From an optimization exercise on the open Yosys and OpenROAD flow, aimed at small area, a short achievable clock period and few clock cycles per item; shortcuts taken in it are not production practice.
Function was not checked in any run shown here: the RTL went through the layout flow alone.

==> flow/design.v <==
module huffman_top (
    input         clk,
    input         reset,
    input         gray_valid,
    input  [7:0]  gray_data,
    output        CNT_valid,
    output [47:0] CNT,
    output        code_valid,
    output [47:0] HC,
    output [47:0] M
);
reg        vld, srt, mrg, clr, cnt_v, code_v;
reg  [4:1] F;
always @(posedge clk or posedge reset) begin
    if (reset) begin
        vld <= 1'b0; srt <= 1'b0; mrg <= 1'b0; clr <= 1'b1;
        F <= 4'b0; cnt_v <= 1'b0; code_v <= 1'b0;
    end else begin
        vld    <= gray_valid;
        cnt_v  <= vld && !gray_valid;
        code_v <= mrg && !F[1];
        clr    <= mrg && !F[1];
        if (vld && !gray_valid) begin
            srt <= 1'b1;
            F   <= 4'b1111;
        end else if (srt || mrg) begin
            if (!F[1]) begin
                srt <= 1'b0;
                mrg <= srt;
                F   <= {4{srt}};
            end else
                F <= {1'b0, F[4:2]};
        end
    end
end
reg  [6:0] R [0:5];
reg  [2:0] p [0:5];
reg  [4:0] hc [0:5];
reg  [2:0] ln [0:5];    
wire [6:0] X = (clr ? 7'd0 : R[0]) + (mrg ? R[1] : 7'd0);
wire [7:0] b;
assign b[0] = 1'b0;
assign b[1] = srt && (F[1] || R[1] < X);
assign b[2] = (srt && F[2]) || R[2] < X;
assign b[3] = (srt && F[3]) || R[3] < X;
assign b[4] = (srt && F[4]) || R[4] < X;
assign b[5] = R[5] < X;
assign b[6] = 1'b0;
assign b[7] = 1'b0;
reg  [2:0] px;
always @(posedge clk)
    px <= gray_data[2:0];
wire [5:0] inc;
genvar g;
generate for (g = 0; g < 6; g = g + 1) begin : sym
    assign inc[g] = vld && (px == ((g == 5) ? 3'd1 : g + 2));
end endgenerate
integer m;
reg [6:0] r1, r2, ones;
reg       s1, s0;
always @(posedge clk) begin
    for (m = 0; m < 6; m = m + 1) begin
        r1 = (m < 5) ? R[m + 1] : 7'd127;
        r2 = (m < 4) ? R[m + 2] : 7'd127;
        ones = {&R[m][5:0], &R[m][4:0], &R[m][3:0], &R[m][2:0], &R[m][1:0], R[m][0], 1'b1};
        s0 = (srt && (b[m] || m == 0)) || (mrg && !b[m + 2]) || clr;
        s1 = (srt && !b[m + 1] && (b[m] || m == 0)) || (mrg && (b[m + 1] || m == 0)) || clr;
        case ({s1, s0})
            2'd0: R[m] <= R[m] ^ (ones & {7{inc[m]}});
            2'd1: R[m] <= r1;
            2'd2: R[m] <= r2;
            2'd3: R[m] <= X;
        endcase
    end
end
wire [5:1] t = srt ? b[5:1] : {1'b0, b[5:2]};
wire [2:0] q = {t[3], t[2] & !t[5], t[1] & !t[4]};
function [2:0] jdec1(input [2:0] j);    
    jdec1 = {!j[0], j[2], j[1]};
endfunction
function [2:0] jdec2(input [2:0] j);    
    jdec2 = {!j[1], !j[0], j[2]};
endfunction
function [5:0] jhot(input [2:0] j);     
    jhot = {j[2] & !j[1], j[1] & !j[0], j[2] & j[0], !j[2] & j[1], !j[1] & j[0], !j[2] & !j[0]};
endfunction
localparam [17:0] PINIT = {3'b110, 3'b111, 3'b011, 3'b001, 3'b000, 3'b100};
integer k;
reg [5:0] h, lh;
reg       bp, first2, inv, one;
reg [2:0] base, nxt;
always @(posedge clk) begin
    for (k = 0; k < 6; k = k + 1) begin
        h = jhot(p[k]);
        bp = |(h[5:1] & b[5:1]);
        first2 = h[0] | h[1];
        base = srt ? p[k] : jdec1(p[k]);
        nxt = bp ? jdec1(base) : base;
        p[k] <= (srt || mrg) ? (((srt && h[0]) || (mrg && first2)) ? q : nxt)
                             : PINIT[3 * k +: 3];
        inv = mrg && first2;
        one = mrg && h[0];
        ln[k] <= ({3{mrg & !first2}} & ln[k]) | ({3{inv}} & {ln[k][1:0], !ln[k][2]});
        lh = jhot(ln[k]);
        hc[k] <= ({5{mrg}} & hc[k]) | ({5{one}} & lh[4:0]);
    end
end
assign CNT_valid  = cnt_v;
assign code_valid = code_v;
assign CNT = {1'b0, R[5], 1'b0, R[0], 1'b0, R[1], 1'b0, R[2], 1'b0, R[3], 1'b0, R[4]};
assign HC  = {3'b0, hc[0], 3'b0, hc[1], 3'b0, hc[2], 3'b0, hc[3], 3'b0, hc[4], 3'b0, hc[5]};
function [7:0] mask(input [2:0] j);
    mask = {3'b0, j[2] & !j[1], j[2] & !j[0], j[2], j[2] | j[1], 1'b1};
endfunction
assign M   = {mask(ln[0]), mask(ln[1]), mask(ln[2]), mask(ln[3]), mask(ln[4]), mask(ln[5])};
endmodule
==> flow/flow/run.sh <==
#!/bin/bash
set -euo pipefail
export BUFFER_PORTS_ARGS="-buffer_cell sky130_fd_sc_hd__buf_1"
export SETUP_SLACK_MARGIN=6.5
bash standard.sh finish > flow.log 2>&1
==> flow/standard.sh <==
#!/bin/bash
# synth_recipe.tcl (not shown) runs the flow's synth.tcl, then flattens the netlist and writes it again
# the make line also repeats each setting of config.mk as NAME=value (left out here)
make -C /OpenROAD-flow-scripts/flow DESIGN_CONFIG=/design/flow/config.mk WORK_HOME=/design/flow/orfs CLKGATE_MAP_FILE= SYNTH_SCRIPT=/design/flow/synth_recipe.tcl "${@:-finish}"
==> flow/config.mk <==
export PLATFORM = sky130hd
export DESIGN_NAME = huffman_top
export DESIGN_NICKNAME = huffman_top
export VERILOG_FILES = /design/flow/design.v
export SDC_FILE = /design/flow/constraint.sdc
export NUM_CORES = 4
export LEC_CHECK = 0
export ABC_AREA = 1
export CAP_MARGIN = 20
export CORE_MARGIN = 2
export CORE_UTILIZATION = 40
export CTS_BUF_LIST = sky130_fd_sc_hd__clkbuf_8
export SLEW_MARGIN = 20
==> flow/constraint.sdc <==
create_clock -name core_clock -period 10.0 [get_ports {clk}]
set_input_delay 2.0000 -clock core_clock [delete_from_list [all_inputs] [get_ports {clk}]]
set_output_delay 2.0000 -clock core_clock [all_outputs]
set_load 0.01 [all_outputs]
==> results.sh, run 1 <==
export IMPL_numCtsBuffers=17
export IMPL_ctsHtreeMaxLevel=4
export IMPL_hold_viol_final=0
export IMPL_synth_largest_area_cell="dfxtp_1"
export IMPL_finalClockSkew_ns=0.0190
export IMPL_cts_tree="done"
export IMPL_maxCapViolCount=0
export IMPL_ys_types=45
export IMPL_core_rowCount=51
export IMPL_ant_nets=0
export IMPL_async_flop_share_pct=8.26
export IMPL_num_io_pins=157
export IMPL_postSynthCellCount=1177
export IMPL_grt_overflow=0
export IMPL_layout_drive_gt1_share_pct=19.5
export IMPL_die_area_mm2=0.0207
export IMPL_synth_seq_cells=121
export IMPL_yosysMostFrequentCell="nand2_1"
export IMPL_firstDrtPassIters=5
export IMPL_synth_warning_count=5
export IMPL_rsz0062_at_grt="true"
export IMPL_gp_congestion=0.861
export IMPL_place_ws_ns=5.62
export IMPL_path_max_fanout=7
export IMPL_n_antenna_cell=0
export IMPL_crit_type="reg -> reg"
export IMPL_slew_headroom_pct=48.3
export IMPL_fin_nets=1367
export IMPL_place_area_mm2=0.00844
export IMPL_port_buffers=103
export IMPL_start_kind="flop"
export IMPL_antenna_found_initial=0
export IMPL_netlist_area_leader_share_pct=28.5
export IMPL_clock_sinks=121
export IMPL_finalSetupViolations=0
export IMPL_ctsLongestPathBuffers=2
export IMPL_drv_slew=0
export IMPL_fin_crit_ns=3.62
export IMPL_first_global_vias=6979
export IMPL_synth_seq_area_share_pct=31.7
export IMPL_endpoint_kind="flop"
export IMPL_grt_pass1_wl_mm=34.9
export IMPL_arrival_ns=3.95
export IMPL_wl_per_cell_um=14.2
export IMPL_coreArea_mm2=0.0193
export IMPL_timing_final_ws_setup_ns=6.38
export IMPL_max_freq_mhz=276
export IMPL_vias=7909
export IMPL_die_w_um=144
export IMPL_ys_flop_type="dfxtp_1"
export IMPL_wirelength_mm=22.7
export IMPL_area_delta_synth_final_pct=27.7
export IMPL_die_h_um=144
export IMPL_cts_hold_buffers=0
export IMPL_rrSetupSlack_ns=6.38
export IMPL_required_ns=10.33
export IMPL_post_route_period_util_pct=36.2
export IMPL_ys_top_cells_by_area="dfxtp_1 (28%), nand2_1 (16%), inv_1 (7.2%), nand3_1 (6.8%), ha_1 (5.4%)"
export IMPL_start_util_pct=40.4
export IMPL_grt_max_degree=62
export IMPL_status="complete, no violations"
export IMPL_fin_area_mm2=0.00997
export IMPL_drc=0
export IMPL_synthTopCellsByCount="nand2_1 (343), inv_1 (149), dfxtp_1 (111)"
export IMPL_hp_class="reg -> reg"
export IMPL_dr_first_iter_drc_count=535
export IMPL_clkLatencyLatePin_ns=0.46
export IMPL_syn_area_mm2=0.00781
export IMPL_fillCellCount=1958
export IMPL_fin_setup_tns_ns=0
export IMPL_dp_hpwl_mm=15.6
export IMPL_syn_area_per_cell_um2=6.63
export IMPL_cts_root_buffer="clkbuf_8"
export IMPL_track_usage_pct=21.6
export IMPL_clkTransAtPathRegs_ns=0.08
export IMPL_routed_via_density=4.95
export IMPL_worst_pin_slew_ns=0.773
export IMPL_synth_edf_count=0
-- final timing paths --
check / start / cells after the start / endpoint
worst max register to register: clr / 22 / R[1][6]
worst max-delay path: clr / 22 / R[1][6]
worst min-delay path: hc[4][0] / 2 / hc[4][0]
min in group asynchronous: reset / 2 / F[3]
max in group asynchronous: reset / 2 / clr
worst min register to register: hc[4][0] / 2 / hc[4][0]
-- cell families after synthesis --
kind of cell / after synthesis / synth area share (%)
AOI/OAI and AO/OA: 146 / 11.3
adders and majority gates: 35 / 5.71
DFF: 121 / 31.7
buffers and inverters: 233 / 14.1
and+or+nand+nor: 614 / 34.1
xor gates and xnor gates: 26 / 2.92
other: 2 / 0.0962
-- area by class of cell --
cell class              count  area, um^2  share of cell area [%]
multi-input cells         869        5240                    52.6
flip-flops and latches    121        2470                    24.8
repair buffers            154         905                    9.07
inverters                 158         622                    6.24
well taps                 265         332                    3.32
clock buffers              17         234                    2.35
clock inverters            15         164                    1.64
-- per-layer routing --
layer	track usage, %	share of wire, %	vias up
met5	0	0	-
met4	5.78	1.5	0
met3	4.20	5.7	22
met2	33.9	45	244
met1	30.3	48	3639
li1	-	-	4004
-- cell usage in the layout (no fill, tap or decap), types with 8 or more instances in the layout --
master,netlist,layout
ha_4,0,13
xor2_1,16,15
nor2_1,96,84
nand3_2,2,38
ha_1,34,20
nand4_1,32,32
buf_6,3,10
conb_1,2,48
xnor2_1,10,8
o22ai_1,19,18
nand3_1,106,68
nand2_1,343,295
a21oi_1,34,26
o31ai_1,30,30
buf_1,1,103
buf_4,54,32
dfrtp_1,9,8
dfxtp_1,111,111
nor2_4,2,22
nand2_4,2,13
inv_1,149,141
nand2_2,6,41
clkbuf_8,0,17
o21ai_0,46,41
-- registers in the layout, indices dropped and copies added (netlist names) --
signal,flops
R,42
srt,1
code_v,1
vld,1
mrg,1
clr,1
cnt_v,1
p,18
px,3
F,4
hc,30
ln,18
-- stage by stage --
stage,util [%],hold WS (ns),cells
floorplan,-,0.445,1223
global placement,43.6,0.438,1518
detailed placement,43.6,0.441,1518
CTS,49.8,0.465,1584
global route,51.6,0.484,1599
finish,51.6,0.461,1599
-- critical path, stage by stage (launching register included) --
cell        delay, ns
dfstp_2          0.61
nor2_2           0.05
ha_2             0.19
fa_2             0.64
clkinvlp_4       0.15
buf_6            0.16
ha_1             0.27
nand3_1          0.08
nand2_1          0.07
nand2_1          0.06
nand2_1          0.05
nand2_1          0.06
nand3_1          0.08
nand2_1          0.09
nand2_2          0.10
nand2_4          0.12
buf_6            0.15
buf_4            0.12
nor2_4           0.03
nor2_4           0.16
inv_4            0.09
nand3_2          0.06
nand4_1          0.09
-- what timing repair did --
| item | 4_1_cts | 5_1_grt |
|---|---|---|
| gates resized for setup | 106 | 56 |
| pin swaps | 69 | 41 |
| buffers inserted | 34 | 15 |
| cloned | 0 | 0 |
| setup endpoints to repair | 60 | 60 |
==> inputs of run 2 (changes only) <==
==> flow/flow/run.sh (replaced) <==
#!/bin/bash
set -euo pipefail
export BUFFER_PORTS_ARGS="-buffer_cell sky130_fd_sc_hd__buf_1"
export SETUP_SLACK_MARGIN=6.7
bash standard.sh finish > flow.log 2>&1
==> run 2 against run 1 <==
  * Wire length shrank 0.19%
  * Worst setup slack improved by 0.0087 ns
  * Design area shrank 1.3%
  * Clock skew fell by 0.0047 ns
  * Critical endpoint is now R[0][4]
  * Die area unchanged
  * Worst hold slack worse by 0.0025 ns
  * Still clean on timing, DRC and antenna
  * Highest routed layer unchanged
  * Sequential share of layout area up 0.40 points
==> results.sh, run 2 <==
export IMPL_synthSimpleGateAreaFrac_pct=34.1
export IMPL_die_area_mm2=0.0207
export IMPL_ys_types=45
export IMPL_rr_worst_depth=21
export IMPL_ctsLongestPathBuffers=2
export IMPL_multi_input_area_mm2=0.00509
export IMPL_hp_start="hc[2][1]"
export IMPL_synth_warning_count=5
export IMPL_reg2reg_from="clr"
export IMPL_syn_area_per_cell_um2=6.63
export IMPL_path_cells="buf_4 -> nor2_1 -> fa_2 -> nand3_2 -> nand3_2 -> nand2_2 -> nand2_2 -> a21oi_4 -> xnor2_4 -> ha_1 -> nand2_1 -> inv_1 -> nand2_1 -> nand2_2 -> nand2_4 -> nand2_1 -> nand2_2 -> nand2_2 -> a21oi_4 -> nand2_1 -> nand4_1"
export IMPL_first_global_vias=6844
export IMPL_postSynthCellCount=1177
export IMPL_antenna_found_initial=0
export IMPL_drv_slew=0
export IMPL_arrival_ns=4.02
export IMPL_port_buffers=103
export IMPL_fin_crit_ns=3.61
export IMPL_netlist_area_leader_share_pct=28.5
export IMPL_ys_top_cells_by_area="dfxtp_1 (28%), nand2_1 (16%), inv_1 (7.2%), nand3_1 (6.8%), ha_1 (5.4%)"
export IMPL_place_ws_ns=5.50
export IMPL_path_max_fanout=7
export IMPL_slowest_stage="dfstp_2"
export IMPL_timing_rr_end="R[0][4]"
export IMPL_status="complete, no violations"
export IMPL_endpoint_kind="flop"
export IMPL_synth_largest_area_cell="dfxtp_1"
export IMPL_syn_area_mm2=0.00781
export IMPL_finalSetupViolations=0
export IMPL_seq_area_mm2=0.00248
export IMPL_fin_setup_tns_ns=0
export IMPL_rrSetupSlack_ns=6.39
export IMPL_layout_drive_gt1_share_pct=18.1
export IMPL_fin_nets=1373
export IMPL_synth_compound_area_share_pct=11.3
export IMPL_die_w_um=144
export IMPL_regMostFlops="R"
export IMPL_coreArea_mm2=0.0193
export IMPL_numCtsBuffers=17
export IMPL_synthMuxAreaShare_pct=0
export IMPL_critical_path_max_stage_delay_ns=0.64
export IMPL_dp_hpwl_mm=15.4
export IMPL_start_kind="flop"
export IMPL_firstDrtPassIters=8
export IMPL_area_delta_synth_final_pct=26.1
export IMPL_clkLatencyLatePin_ns=0.48
export IMPL_synth_seq_area_share_pct=31.7
export IMPL_yosysMostFrequentCell="nand2_1"
export IMPL_reg_largest_list="R (42), hc (30)"
export IMPL_synth_fa_ha_area_share_pct=5.71
export IMPL_whs_ns=0.458
export IMPL_synthTopCellsByCount="nand2_1 (343), inv_1 (149), dfxtp_1 (111)"
export IMPL_largest_reg_flops=42
export IMPL_gp_congestion=0.878
export IMPL_track_usage_pct=21.6
export IMPL_slew_headroom_pct=39.3
export IMPL_synth_top_family_by_area="simple AND/OR/NAND/NOR gates"
export IMPL_synth_xor_area_share_pct=2.92
export IMPL_required_ns=10.41
export IMPL_clock_sinks=121
export IMPL_ant_nets=0
export IMPL_fillCellCount=2005
export IMPL_grt_pass1_wl_mm=34.9
export IMPL_wl_per_cell_um=14.1
export IMPL_core_rowCount=51
export IMPL_cts_root_buffer="clkbuf_8"
export IMPL_grt_overflow=0
export IMPL_routed_via_density=4.90
export IMPL_path_common_cell="nand2_2"
export IMPL_max_freq_mhz=277
export IMPL_wirelength_mm=22.6
export IMPL_grt_max_degree=43
export IMPL_worst_pin_slew_ns=0.908
export IMPL_cpLargestDelayFamily="simple AND/OR/NAND/NOR gates"
export IMPL_synth_edf_count=0
export IMPL_clkTransAtPathRegs_ns=0.08
export IMPL_timing_final_ws_setup_ns=6.39
export IMPL_post_route_period_util_pct=36.1
export IMPL_finalClockSkew_ns=0.0144
export IMPL_rsz0062_at_grt="true"
export IMPL_ys_flop_type="dfxtp_1"
export IMPL_start_util_pct=40.4
export IMPL_num_io_pins=157
export IMPL_drc=0
export IMPL_min_path_cells=2
export IMPL_maxCapViolCount=0
export IMPL_dr_first_iter_drc_count=567
export IMPL_cts_tree="done"
export IMPL_ctsHtreeMaxLevel=4
export IMPL_final_common_cell="nand2_1"
export IMPL_async_flop_share_pct=8.26
export IMPL_hp_class="reg -> reg"
export IMPL_crit_start="clr"
export IMPL_critical_path_buf_inv_count=2
export IMPL_synth_seq_cells=121
export IMPL_n_antenna_cell=0
export IMPL_die_h_um=144
export IMPL_mostFrequentLayoutCells="nand2_1 (303), inv_1 (139), dfxtp_1 (105)"
export IMPL_hold_viol_final=0
export IMPL_vias=7859
export IMPL_crit_type="reg -> reg"
export IMPL_min_to="hc[2][1]"
## run 2: cell counts after synthesis
Identical to the previous run, type by type.
## run 2: logic make-up (layout without fill, tap and decap cells)
logic type      after synthesis  in the layout
simple gates                614            614
other cells                   2             48
buf+inv                     233            350
flops                       121            121
xor+xnor                     26             26
fa+ha+maj                    35             35
compound gates              146            146
## run 2: worst min-delay path, cell delays in order, from the launching register on
cell	delay (ns)
dfxtp_1	0.33
nand2_1	0.05
o31ai_1	0.05
## run 2: final cells by class
| type | instances | share of cell area [%] |
|---|---|---|
| Multi-Input combinational cell | 869 | 51.7 |
| Sequential cell | 121 | 25.2 |
| Clock inverter | 15 | 1.19 |
| Tap cell | 265 | 3.37 |
| Clock buffer | 17 | 2.38 |
| Inverter | 158 | 6.27 |
| Timing Repair Buffer | 160 | 9.84 |
## run 2: how the worst max path moves through the flow
stage | to | slack [ns] | cells past startpoint
floorplan | R[5][4] | 6.30 | 28
global placement | p[1][1] | 5.52 | 23
detailed placement | p[1][1] | 5.50 | 23
CTS | p[0][0] | 6.44 | 24
global route | R[0][4] | 6.17 | 21
finish | R[0][4] | 6.39 | 21
## run 2: what timing repair did
item,CTS,global route
pin swaps,40,38
hold buffers,0,0
gates resized for setup,78,48
hold endpoints to repair,0,0
setup buffers,34,18
setup endpoints to repair,61,71
gates cloned,2,1
## run 2: metal layers
metal | vias up | global-route usage [%] | routed length (um)
li1 | 4029 | - | -
met1 | 3590 | 31.8 | 11100
met2 | 215 | 32.2 | 10100
met3 | 25 | 3.53 | 1120
met4 | 0 | 6.30 | 337
met5 | - | 0 | 0
## run 2: per-stage QoR
stage	utilization (%)	instance area, um^2	std cells
2_1_floorplan	-	8260	1223
3_3_place_gp	43.6	8440	1518
3_5_place_dp	43.6	8440	1518
4_1_cts	49.0	9470	1586
5_1_grt	50.9	9840	1605
6_report	50.9	9840	1605
==> inputs of run 3 (changes only) <==
--- a/flow/design.v
+++ b/flow/design.v
@@ -37,7 +37,8 @@
 reg  [2:0] p [0:5];
 reg  [4:0] hc [0:5];
 reg  [2:0] ln [0:5];    
-wire [6:0] X = (clr ? 7'd0 : R[0]) + (mrg ? R[1] : 7'd0);
+reg  [6:0] S;
+wire [6:0] X = ({7{srt}} & R[0]) | ({7{mrg}} & S);
 wire [7:0] b;
 assign b[0] = 1'b0;
 assign b[1] = srt && (F[1] || R[1] < X);
@@ -47,6 +48,10 @@
 assign b[5] = R[5] < X;
 assign b[6] = 1'b0;
 assign b[7] = 1'b0;
+wire [6:0] A1 = R[2] + (srt ? R[1] : R[3]);
+wire [6:0] A2 = (srt ? R[0] : R[2]) + (srt ? R[1] : S);
+always @(posedge clk)
+    S <= (srt ? b[2] : b[3]) ? A1 : A2;
 reg  [2:0] px;
 always @(posedge clk)
     px <= gray_data[2:0];
@@ -56,21 +61,18 @@
     assign inc[g] = vld && (px == ((g == 5) ? 3'd1 : g + 2));
 end endgenerate
 integer m;
-reg [6:0] r1, r2, ones;
+reg [6:0] r1, r2, ra, rb, ones;
 reg       s1, s0;
 always @(posedge clk) begin
     for (m = 0; m < 6; m = m + 1) begin
         r1 = (m < 5) ? R[m + 1] : 7'd127;
         r2 = (m < 4) ? R[m + 2] : 7'd127;
+        ra = srt ? r1 : r2;
         ones = {&R[m][5:0], &R[m][4:0], &R[m][3:0], &R[m][2:0], &R[m][1:0], R[m][0], 1'b1};
-        s0 = (srt && (b[m] || m == 0)) || (mrg && !b[m + 2]) || clr;
-        s1 = (srt && !b[m + 1] && (b[m] || m == 0)) || (mrg && (b[m + 1] || m == 0)) || clr;
-        case ({s1, s0})
-            2'd0: R[m] <= R[m] ^ (ones & {7{inc[m]}});
-            2'd1: R[m] <= r1;
-            2'd2: R[m] <= r2;
-            2'd3: R[m] <= X;
-        endcase
+        rb = mrg ? r1 : R[m] ^ (ones & {7{inc[m]}});
+        s1 = (srt && b[m + 1]) || (mrg && b[m + 2]);
+        s0 = (srt && b[m]) || (mrg && b[m + 1]) || ((srt || mrg) && m == 0) || clr;
+        R[m] <= s1 ? ra : s0 ? X : rb;
     end
 end
 wire [5:1] t = srt ? b[5:1] : {1'b0, b[5:2]};
==> flow/flow/run.sh (replaced) <==
#!/bin/bash
set -euo pipefail
export BUFFER_PORTS_ARGS="-buffer_cell sky130_fd_sc_hd__buf_1"
export SETUP_SLACK_MARGIN=6.5
bash standard.sh finish > flow.log 2>&1
==> run 3 against run 2 <==
  * Largest cell class unchanged
  * Utilization down 6.3 points
  * Critical path type unchanged
  * Clock skew decreased by 0.0029 ns
  * Wire length rose by 11%
  * Highest routed layer unchanged
  * First-iteration DRC count grew 11%
==> results.sh, run 3 <==
export IMPL_rr_worst_depth=15
export IMPL_post_route_period_util_pct=33.1
export IMPL_whs_ns=0.457
export IMPL_synthTopCellsByCount="nand2_1 (362), inv_1 (162), nor2_1 (129)"
export IMPL_wl_per_cell_um=14.3
export IMPL_n_antenna_cell=0
export IMPL_dp_hpwl_mm=18.3
export IMPL_antenna_found_initial=0
export IMPL_syn_area_per_cell_um2=6.56
export IMPL_clkLatencyLatePin_ns=0.46
export IMPL_grt_pass1_wl_mm=40.0
export IMPL_fillCellCount=2349
export IMPL_syn_area_mm2=0.00898
export IMPL_wirelength_mm=25.1
export IMPL_maxCapViolCount=0
export IMPL_crit_start="mrg"
export IMPL_start_kind="flop"
export IMPL_reg_largest_list="R (42), hc (30)"
export IMPL_hold_viol_final=0
export IMPL_mostFrequentLayoutCells="nand2_1 (362), inv_1 (161), nor2_1 (129)"
export IMPL_die_h_um=154
export IMPL_firstDrtPassIters=5
export IMPL_ys_flop_type="dfxtp_1"
export IMPL_slowest_stage="dfrtp_4"
export IMPL_arrival_ns=3.65
export IMPL_fin_crit_ns=3.31
export IMPL_coreArea_mm2=0.0220
export IMPL_final_common_cell="nand2_1"
export IMPL_yosysMostFrequentCell="nand2_1"
export IMPL_ant_nets=0
export IMPL_worst_pin_slew_ns=0.869
export IMPL_crit_type="reg -> reg"
export IMPL_finalClockSkew_ns=0.0115
export IMPL_ys_top_cells_by_area="dfxtp_1 (26%), nand2_1 (15%), inv_1 (6.8%), o21ai_0 (6.6%), nor2_1 (5.4%)"
export IMPL_largest_reg_flops=42
export IMPL_drc=0
export IMPL_critical_path_buf_inv_count=5
export IMPL_drv_slew=0
export IMPL_path_common_cell="o21ai_0"
export IMPL_finalSetupViolations=0
export IMPL_fin_setup_tns_ns=0
export IMPL_async_flop_share_pct=7.81
export IMPL_grt_max_degree=75
export IMPL_critical_path_max_stage_delay_ns=0.44
export IMPL_cts_root_buffer="clkbuf_8"
export IMPL_core_rowCount=54
export IMPL_layout_drive_gt1_share_pct=7.90
export IMPL_ctsLongestPathBuffers=2
export IMPL_final_core_util_pct=44.6
export IMPL_start_util_pct=40.9
export IMPL_hp_class="reg -> reg"
export IMPL_netlist_area_leader_share_pct=26.3
export IMPL_synth_seq_cells=128
export IMPL_synth_largest_area_cell="dfxtp_1"
export IMPL_synth_edf_count=0
export IMPL_postSynthCellCount=1370
export IMPL_routed_via_density=5.05
export IMPL_ctsHtreeMaxLevel=4
export IMPL_grt_overflow=0
export IMPL_status="complete, no violations"
export IMPL_clkTransAtPathRegs_ns=0.09
export IMPL_fin_area_mm2=0.00979
export IMPL_numCtsBuffers=17
export IMPL_port_buffers=103
export IMPL_clock_sinks=128
export IMPL_path_cells="clkinvlp_4 -> buf_6 -> o21ai_0 -> buf_4 -> clkinvlp_4 -> ha_1 -> inv_1 -> o21ai_0 -> nor2_2 -> nand2_4 -> nand2_4 -> a21oi_4 -> nand2_4 -> o21ai_0 -> o21ai_0"
export IMPL_timing_rr_end="R[1][5]"
export IMPL_multi_input_area_mm2=0.00529
export IMPL_path_max_fanout=37
export IMPL_synth_seq_area_share_pct=29.1
export IMPL_synth_warning_count=5
export IMPL_place_area_mm2=0.00933
export IMPL_fin_nets=1501
export IMPL_regMostFlops="R"
export IMPL_seq_area_mm2=0.00262
export IMPL_crit_end="R[1][5]"
export IMPL_num_io_pins=157
export IMPL_max_freq_mhz=302
export IMPL_ys_types=55
export IMPL_track_usage_pct=20.9
export IMPL_reg2reg_from="mrg"
export IMPL_first_global_vias=7898
export IMPL_rsz0062_at_grt="true"
export IMPL_die_w_um=154
export IMPL_cts_tree="done"
export IMPL_die_area_mm2=0.0237
export IMPL_dr_first_iter_drc_count=630
export IMPL_vias=8828
export IMPL_cp_depth=15
export IMPL_slew_headroom_pct=42.0
export IMPL_endpoint_kind="flop"
export IMPL_area_delta_synth_final_pct=8.93
export IMPL_required_ns=10.34
export IMPL_gp_congestion=0.884
export IMPL_cpLargestDelayFamily="compound AO/OA/AOI/OAI gates"
export IMPL_rrSetupSlack_ns=6.69
==> run 3: cell count changes after synthesis, moves of 17 or more <==
cell	previous run	this run
a21oi_1	34	54
o211ai_1	2	19
nand3_1	106	77
nand2_1	343	362
o21ai_0	46	119
nand4_1	32	7
nor2_1	96	129
==> run 3: repair_timing <==
action	in CTS	in global routing
pin swaps	0	0
buffers inserted	1	2
endpoints found under the setup margin	29	54
hold buffers	0	0
resized for setup	2	8
==> run 3: worst min path at each step <==
stage / startpoint / end / slack (ns) / cells past startpoint
2_1_floorplan: ln[1][1] / hc[1][1] / 0.44 / 1
3_3_place_gp: hc[5][3] / hc[5][3] / 0.43 / 2
3_5_place_dp: hc[5][3] / hc[5][3] / 0.44 / 2
4_1_cts: hc[1][0] / hc[1][0] / 0.46 / 2
5_1_grt: hc[2][4] / hc[2][4] / 0.48 / 2
6_report: hc[0][1] / hc[0][1] / 0.46 / 2
==> run 3: logic make-up (layout without fill, tap and decap cells) <==
| group | Yosys count | in the layout | synth area share (%) |
|---|---|---|---|
| muxes | 1 | 1 | 0.111 |
| other | 2 | 48 | 0.0836 |
| adders and majority gates | 34 | 34 | 4.90 |
| and+or+nand+nor | 635 | 635 | 31.1 |
| DFF | 128 | 128 | 29.1 |
| xor gates and xnor gates | 17 | 17 | 1.66 |
| buffers and inverters | 261 | 314 | 13.9 |
| AOI/OAI and AO/OA | 292 | 292 | 19.1 |
==> run 3: metal layers <==
metal  track usage, %  up-vias  share of wire, %
li1                 -     4554                 -
met1             26.9     3959                46
met2             36.6      287                48
met3             3.27       28               5.2
met4             5.16        0               1.2
met5                0        -                 0
==> run 3: area by class of cell <==
type | count | share of cell area [%]
repair buffers | 111 | 4.64
clock buffers | 17 | 2.39
inverters | 171 | 6.80
clock inverters | 15 | 1.74
well taps | 280 | 3.58
flip-flops and latches | 128 | 26.8
multi-input cells | 1027 | 54.1
==> run 3: worst min-delay path: cells and delay by family (launching register included) <==
| family | cells | cell delay (ns) |
|---|---|---|
| and+or+nand+nor | 1 | 0.05 |
| DFF | 1 | 0.33 |
| AOI/OAI and AO/OA | 1 | 0.05 |
==> run 3: stage by stage <==
step	setup slack, ns	cells
detailed placement	6.33	1714
global route	6.48	1749
CTS	6.48	1747
finish	6.69	1749
floorplan	7.05	1416
global placement	6.35	1714
==> inputs of run 4 (changes only) <==
--- a/flow/design.v
+++ b/flow/design.v
@@ -52,13 +52,10 @@
 wire [6:0] A2 = (srt ? R[0] : R[2]) + (srt ? R[1] : S);
 always @(posedge clk)
     S <= (srt ? b[2] : b[3]) ? A1 : A2;
-reg  [2:0] px;
-always @(posedge clk)
-    px <= gray_data[2:0];
 wire [5:0] inc;
 genvar g;
 generate for (g = 0; g < 6; g = g + 1) begin : sym
-    assign inc[g] = vld && (px == ((g == 5) ? 3'd1 : g + 2));
+    assign inc[g] = gray_valid && (gray_data[2:0] == ((g == 5) ? 3'd1 : g + 2));
 end endgenerate
 integer m;
 reg [6:0] r1, r2, ra, rb, ones;
==> run 4 against run 3 <==
  * Still clean
  * Design area grew 0.51%
  * Via count grew 0.60%
  * Register-to-register slack gained 0.05 ns
  * Wire length grew 1.9%
  * Die area shrank 0.95%
  * Non-clock buffer count grew 9
  * Sequential share of layout area shrank 0.75 points
  * Clock-buffer cell count is the same
  * Area after synthesis shrank 0.97%
  * Largest cell class unchanged
==> results.sh, run 4 <==
export IMPL_finalClockSkew_ns=0.0150
export IMPL_fin_crit_ns=3.31
export IMPL_numCtsBuffers=17
export IMPL_wirelength_mm=25.6
export IMPL_syn_area_per_cell_um2=6.48
export IMPL_ctsLongestPathBuffers=2
export IMPL_synth_compound_area_share_pct=19.1
export IMPL_netlist_area_leader_share_pct=25.9
export IMPL_fillCellCount=2362
export IMPL_synth_top_family_by_area="simple AND/OR/NAND/NOR gates"
export IMPL_dpl_cell_count=1717
export IMPL_instances_no_fill=1760
export IMPL_grt_max_degree=70
export IMPL_reg_largest_list="R (42), hc (30)"
export IMPL_multi_input_area_mm2=0.00528
export IMPL_max_freq_mhz=302
export IMPL_synth_seq_area_share_pct=28.7
export IMPL_firstDrtPassIters=5
export IMPL_drv_slew=0
export IMPL_first_global_vias=7816
export IMPL_die_area_mm2=0.0234
export IMPL_fin_setup_tns_ns=0
export IMPL_async_flop_share_pct=8.00
export IMPL_cts_tree="done"
export IMPL_die_h_um=153
export IMPL_ys_top_cells_by_area="dfxtp_1 (26%), nand2_1 (16%), inv_1 (7.3%), o21ai_0 (6.9%), nand3_1 (5.5%)"
export IMPL_crit_type="in -> reg"
export IMPL_path_max_fanout=3
export IMPL_layout_drive_gt1_share_pct=8.11
export IMPL_postSynthCellCount=1373
export IMPL_synth_largest_area_cell="dfxtp_1"
export IMPL_fin_nets=1512
export IMPL_num_io_pins=157
export IMPL_ctsHtreeMaxLevel=4
export IMPL_port_buffers=103
export IMPL_start_kind="primary input"
export IMPL_regMostFlops="R"
export IMPL_arrival_ns=3.67
export IMPL_finalSetupViolations=0
export IMPL_worst_pin_slew_ns=0.887
export IMPL_required_ns=10.35
export IMPL_yosysMostFrequentCell="nand2_1"
export IMPL_post_route_period_util_pct=33.1
export IMPL_grt_overflow=0
export IMPL_grt_pass1_wl_mm=40.9
export IMPL_endpoint_kind="flop"
export IMPL_syn_area_mm2=0.00890
export IMPL_synthMuxAreaShare_pct=0.113
export IMPL_coreArea_mm2=0.0218
export IMPL_hold_viol_final=0
export IMPL_core_rowCount=54
export IMPL_drc=0
export IMPL_clkLatencyLatePin_ns=0.47
export IMPL_synth_seq_cells=125
export IMPL_track_usage_pct=21.5
export IMPL_cts_hold_buffers=0
export IMPL_dr_first_iter_drc_count=509
export IMPL_clkTransAtPathRegs_ns=0.09
export IMPL_synth_edf_count=0
export IMPL_maxCapViolCount=0
export IMPL_seq_area_mm2=0.00256
export IMPL_status="complete, no violations"
export IMPL_ys_flop_type="dfxtp_1"
export IMPL_gp_congestion=0.909
export IMPL_cts_root_buffer="clkbuf_8"
export IMPL_dp_hpwl_mm=18.7
export IMPL_clock_sinks=125
export IMPL_antenna_found_initial=0
export IMPL_slew_headroom_pct=40.2
export IMPL_ant_nets=0
export IMPL_die_w_um=153
export IMPL_start_util_pct=40.8
export IMPL_synth_fa_ha_area_share_pct=4.95
export IMPL_n_antenna_cell=0
export IMPL_ys_types=46
export IMPL_hp_class="reg -> reg"
export IMPL_vias=8881
export IMPL_synth_xor_area_share_pct=1.48
export IMPL_final_common_cell="nand2_1"
export IMPL_wl_per_cell_um=14.5
export IMPL_area_delta_synth_final_pct=10.6
export IMPL_rsz0062_at_grt="true"
export IMPL_synth_warning_count=5
export IMPL_routed_via_density=5.05
export IMPL_synthSimpleGateAreaFrac_pct=31.2
export IMPL_mostFrequentLayoutCells="nand2_1 (377), inv_1 (170), o21ai_0 (123)"
export IMPL_synthTopCellsByCount="nand2_1 (380), inv_1 (172), o21ai_0 (123)"
export IMPL_largest_reg_flops=42
==> run 4: cell count changes after synthesis, sizes merged, moves of 2 or more <==
cell    delta
inv        +9
nand4      +2
clkbuf     +2
a211oi     -2
nand2     +18
a21oi      -8
dfxtp      -3
a22oi      -2
o21ai      +3
o211ai     +6
o21bai     -2
nand3     +13
nor2      -29
==> run 4: cell families after synthesis <==
group	after synthesis
xor+xnor	15
other cells	2
buf+inv	270
flops	125
mux	1
simple gates	638
fa+ha+maj	34
compound gates	288
==> run 4: final cells by class <==
| type | count | area share, % |
|---|---|---|
| Timing Repair Buffer | 120 | 5.42 |
| Sequential cell | 125 | 26.0 |
| Clock buffer | 17 | 2.38 |
| Multi-Input combinational cell | 1024 | 53.7 |
| Inverter | 179 | 7.02 |
| Clock inverter | 15 | 1.90 |
| Tap cell | 280 | 3.56 |
==> run 4: repair_timing <==
| item | CTS | global route |
|---|---|---|
| setup endpoints to repair | 19 | 37 |
| gates cloned | 0 | 0 |
| gates resized for setup | 2 | 18 |
| setup buffers | 1 | 10 |
| pin swaps | 0 | 1 |
==> run 4: layer usage <==
| layer | vias to the layer above | part of all wire [%] | GRT usage, % | wire length (um) |
|---|---|---|---|---|
| li1 | 4587 | - | - | - |
| met1 | 4002 | 46 | 28.0 | 11900 |
| met2 | 249 | 47 | 36.1 | 12000 |
| met3 | 43 | 4.5 | 3.57 | 1150 |
| met4 | 0 | 2.3 | 7.23 | 590 |
| met5 | - | 0 | 0 | 0 |
==> run 4: path summary, 6_finish.rpt <==
kind	startpoint	endpoint	slack, ns	cells past startpoint
max reg2reg	mrg	p[4][1]	6.74	16
min reg2reg	hc[0][2]	hc[0][2]	0.45	2
min	hc[0][2]	hc[0][2]	0.45	2
min in group asynchronous	reset	mrg	1.53	2
max	gray_data[2]	R[0][6]	6.69	12
max in group asynchronous	reset	srt	8.09	2
==> run 4: worst max-delay path, cell delays in order <==
cell and delay [ns]:
buf_1 0.13, inv_1 0.10, nand3_1 0.08, nor2_2 0.21
nand4_1 0.16, or2_2 0.35, nor2_2 0.17, nand2_1 0.09
o21ai_0 0.15, o21ai_0 0.09, nand2_1 0.07, o21ai_0 0.07
==> run 4: through the flow <==
stage          setup slack [ns]  utilization (%)  hold slack [ns]  area [um^2]
6_report                   6.69             45.1            0.455         9840
5_1_grt                    6.48             45.1            0.479         9840
4_1_cts                    6.52             44.4            0.461         9700
3_5_place_dp               6.01             42.4            0.441         9260
3_3_place_gp               6.04             42.4            0.439         9260
2_1_floorplan              6.66                -            0.445         9070
==> inputs of run 5 (changes only) <==
--- a/flow/design.v
+++ b/flow/design.v
@@ -87,16 +87,16 @@
 integer k;
 reg [5:0] h, lh;
 reg       bp, first2, inv, one;
-reg [2:0] base, nxt;
 always @(posedge clk) begin
     for (k = 0; k < 6; k = k + 1) begin
         h = jhot(p[k]);
         bp = |(h[5:1] & b[5:1]);
         first2 = h[0] | h[1];
-        base = srt ? p[k] : jdec1(p[k]);
-        nxt = bp ? jdec1(base) : base;
-        p[k] <= (srt || mrg) ? (((srt && h[0]) || (mrg && first2)) ? q : nxt)
-                             : PINIT[3 * k +: 3];
+        p[k] <= ({3{srt & h[0]}} & q) | ({3{srt & !h[0] & bp}} & jdec1(p[k]))
+              | ({3{srt & !h[0] & !bp}} & p[k])
+              | ({3{mrg & first2}} & q) | ({3{mrg & !first2 & bp}} & jdec2(p[k]))
+              | ({3{mrg & !first2 & !bp}} & jdec1(p[k]))
+              | ({3{!srt & !mrg}} & PINIT[3 * k +: 3]);
         inv = mrg && first2;
         one = mrg && h[0];
         ln[k] <= ({3{mrg & !first2}} & ln[k]) | ({3{inv}} & {ln[k][1:0], !ln[k][2]});
--- a/flow/config.mk
+++ b/flow/config.mk
@@ -5,7 +5,6 @@
 export SDC_FILE = /design/flow/constraint.sdc
 export NUM_CORES = 4
 export LEC_CHECK = 0
-export ABC_AREA = 1
 export CAP_MARGIN = 20
 export CORE_MARGIN = 2
 export CORE_UTILIZATION = 40
==> run 5 against run 4 <==
  * Largest cell class unchanged
  * Still clean on timing, DRC and antenna
  * Die area up 1.9%
  * Clock skew is 0.0058 ns lower
  * Final cell count fell by 16%
==> results.sh, run 5 <==
export IMPL_largest_reg_flops=42
export IMPL_area_delta_synth_final_pct=11.2
export IMPL_synth_warning_count=5
export IMPL_final_common_cell="dfxtp_1"
export IMPL_gp_congestion=0.829
export IMPL_routed_via_density=5.55
export IMPL_ys_flop_type="dfxtp_1"
export IMPL_rsz0062_at_grt="true"
export IMPL_mostFrequentLayoutCells="dfxtp_1 (115), buf_1 (102), nor2_1 (95)"
export IMPL_start_util_pct=40.4
export IMPL_place_area_mm2=0.00927
export IMPL_ant_nets=0
export IMPL_synthTopCellsByCount="dfxtp_1 (115), nor2_1 (95), nand2_1 (87)"
export IMPL_slew_headroom_pct=40.5
export IMPL_ctsLongestPathBuffers=2
export IMPL_reg_largest_list="R (42), hc (30)"
export IMPL_regMostFlops="R"
export IMPL_cts_tree="done"
export IMPL_wirelength_mm=24.6
export IMPL_clkLatencyLatePin_ns=0.45
export IMPL_fin_crit_ns=3.41
export IMPL_n_antenna_cell=0
export IMPL_arrival_ns=3.75
export IMPL_fin_nets=1230
export IMPL_core_rowCount=55
export IMPL_grt_overflow=0
export IMPL_synth_edf_count=0
export IMPL_ys_top_cells_by_area="dfxtp_1 (25%), buf_4 (4.6%), o21ai_0 (4.6%), ha_1 (4.4%), mux2i_1 (4.2%)"
export IMPL_grt_max_degree=79
export IMPL_start_kind="primary input"
export IMPL_die_w_um=155
export IMPL_coreArea_mm2=0.0224
export IMPL_max_freq_mhz=293
export IMPL_required_ns=10.34
export IMPL_syn_area_per_cell_um2=8.16
export IMPL_ctsHtreeMaxLevel=4
export IMPL_drv_slew=0
export IMPL_async_flop_share_pct=8.00
export IMPL_grt_pass1_wl_mm=39.4
export IMPL_fin_setup_tns_ns=0
export IMPL_numCtsBuffers=17
export IMPL_syn_area_mm2=0.00907
export IMPL_postSynthCellCount=1111
export IMPL_cts_root_buffer="clkbuf_8"
export IMPL_finalClockSkew_ns=0.00917
export IMPL_die_h_um=155
export IMPL_post_route_period_util_pct=34.1
export IMPL_status="complete, no violations"
export IMPL_netlist_area_leader_share_pct=25.4
export IMPL_num_io_pins=157
export IMPL_drc=0
export IMPL_synth_seq_cells=125
export IMPL_ys_types=100
export IMPL_endpoint_kind="flop"
export IMPL_fillCellCount=2268
export IMPL_dr_first_iter_drc_count=692
export IMPL_crit_type="in -> reg"
export IMPL_hold_viol_final=0
export IMPL_track_usage_pct=20.4
export IMPL_clkTransAtPathRegs_ns=0.09
export IMPL_worst_pin_slew_ns=0.892
export IMPL_maxCapViolCount=0
export IMPL_die_area_mm2=0.0239
export IMPL_hp_class="reg -> reg"
export IMPL_port_buffers=103
export IMPL_finalSetupViolations=0
export IMPL_wl_per_cell_um=16.6
export IMPL_path_max_fanout=6
export IMPL_layout_drive_gt1_share_pct=13.2
export IMPL_vias=8238
export IMPL_antenna_found_initial=0
export IMPL_synth_seq_area_share_pct=28.2
export IMPL_synth_largest_area_cell="dfxtp_1"
export IMPL_fin_area_mm2=0.0101
export IMPL_first_global_vias=7396
export IMPL_clock_sinks=125
export IMPL_dp_hpwl_mm=16.0
export IMPL_firstDrtPassIters=5
export IMPL_yosysMostFrequentCell="dfxtp_1"
==> run 5: final timing paths <==
check                      slack (ns)         start  cells after the start        to
setup reg to reg                 6.65           mrg                     13   p[0][2]
hold / removal                   0.47      hc[2][4]                      2  hc[2][4]
max in group asynchronous        8.20         reset                      2       srt
min in group asynchronous        1.48         reset                      2      F[1]
hold reg to reg                  0.47      hc[2][4]                      2  hc[2][4]
setup / recovery                 6.59  gray_data[1]                      9   R[0][6]
==> run 5: per-layer routing <==
layer	GRT usage (%)	vias up	wire length, um	part of all wire, %
met5	0	-	0	0
met3	3.78	23	1500	6.1
li1	-	4061	-	-
met1	28.4	3878	11600	47
met4	5.07	0	237	0.96
met2	32.9	276	11300	46
==> run 5: kinds of logic (layout without fill, tap and decap cells) <==
kind of cell	Yosys count	after routing	share of synthesized area [%]
fa+ha+maj	34	34	4.86
xor+xnor	49	49	4.81
buf+inv	180	220	10.7
other cells	2	48	0.0828
mux	62	62	7.30
compound gates	350	351	27.5
flops	125	125	28.2
simple gates	309	309	16.6
==> run 5: final cells by class <==
class                   count  area [um^2]  area share, %
well taps                 285          357           3.54
clock inverters            13          110           1.09
clock buffers              19          262           2.59
multi-input cells         853         5840           57.9
flip-flops and latches    125         2560           25.4
inverters                  49          188           1.86
repair buffers            139          774           7.68
==> run 5: critical path, stage by stage <==
cell and delay (ns):
buf_1 0.23, nor4bb_2 0.41, and3_1 0.23, and2_0 0.28, nand4_1 0.16, xor2_1 0.16, nand2_1 0.06, o211ai_1 0.11
o21ai_0 0.10
==> run 5: metrics by stage <==
step | setup WS, ns | util [%] | std cells | hold WS, ns
after CTS | 6.51 | 44.3 | 1473 | 0.478
after global routing | 6.43 | 45.0 | 1483 | 0.507
after global placement | 5.39 | 41.3 | 1422 | 0.450
after floorplan | 6.51 | - | 1157 | 0.456
final | 6.59 | 45.0 | 1483 | 0.471
after detailed placement | 5.39 | 41.3 | 1422 | 0.456
==> run 5: timing repair <==
action,in CTS,in global routing
endpoints found under the hold margin,0,0
setup buffers,17,9
gates resized for setup,18,15
endpoints found under the setup margin,63,27
pin swaps,4,6
hold buffers,0,0
gates cloned,2,1

what the ideal ports hide:
No port has a modelled driver above. Below, the same layouts with a new extraction and two added sets of constraints. Step 1 assumes that a clkbuf_16 drives the clock port and a buf_2 every other input. Step 2 times the ports against the registers' clock, not the clock port: input delays grow and output delays shrink by t, the midpoint of the rising clock arrivals with the driver on. Slacks: ideal / step 1 / step 2; pairs: ideal / step 1.
| run | t, ns | setup WS [ns] | slew at the worst register clock pin (ns) |
|---|---|---|---|
| run 1 | 0.502 | 6.381 / 6.381 / 6.381 | 0.09 / 0.09 |
| run 2 | 0.514 | 6.390 / 6.390 / 6.390 | 0.09 / 0.09 |
| run 3 | 0.496 | 6.688 / 6.688 / 6.688 | 0.09 / 0.09 |
| run 4 | 0.499 | 6.686 / 6.687 / 6.206 | 0.09 / 0.09 |
| run 5 | 0.491 | 6.592 / 6.607 / 6.116 | 0.09 / 0.09 |
After both steps every run listed still meets setup and hold. For run 4, which loses most, drivers alone change the setup slack by +0.001 ns; drivers and shift together by -0.480 ns.
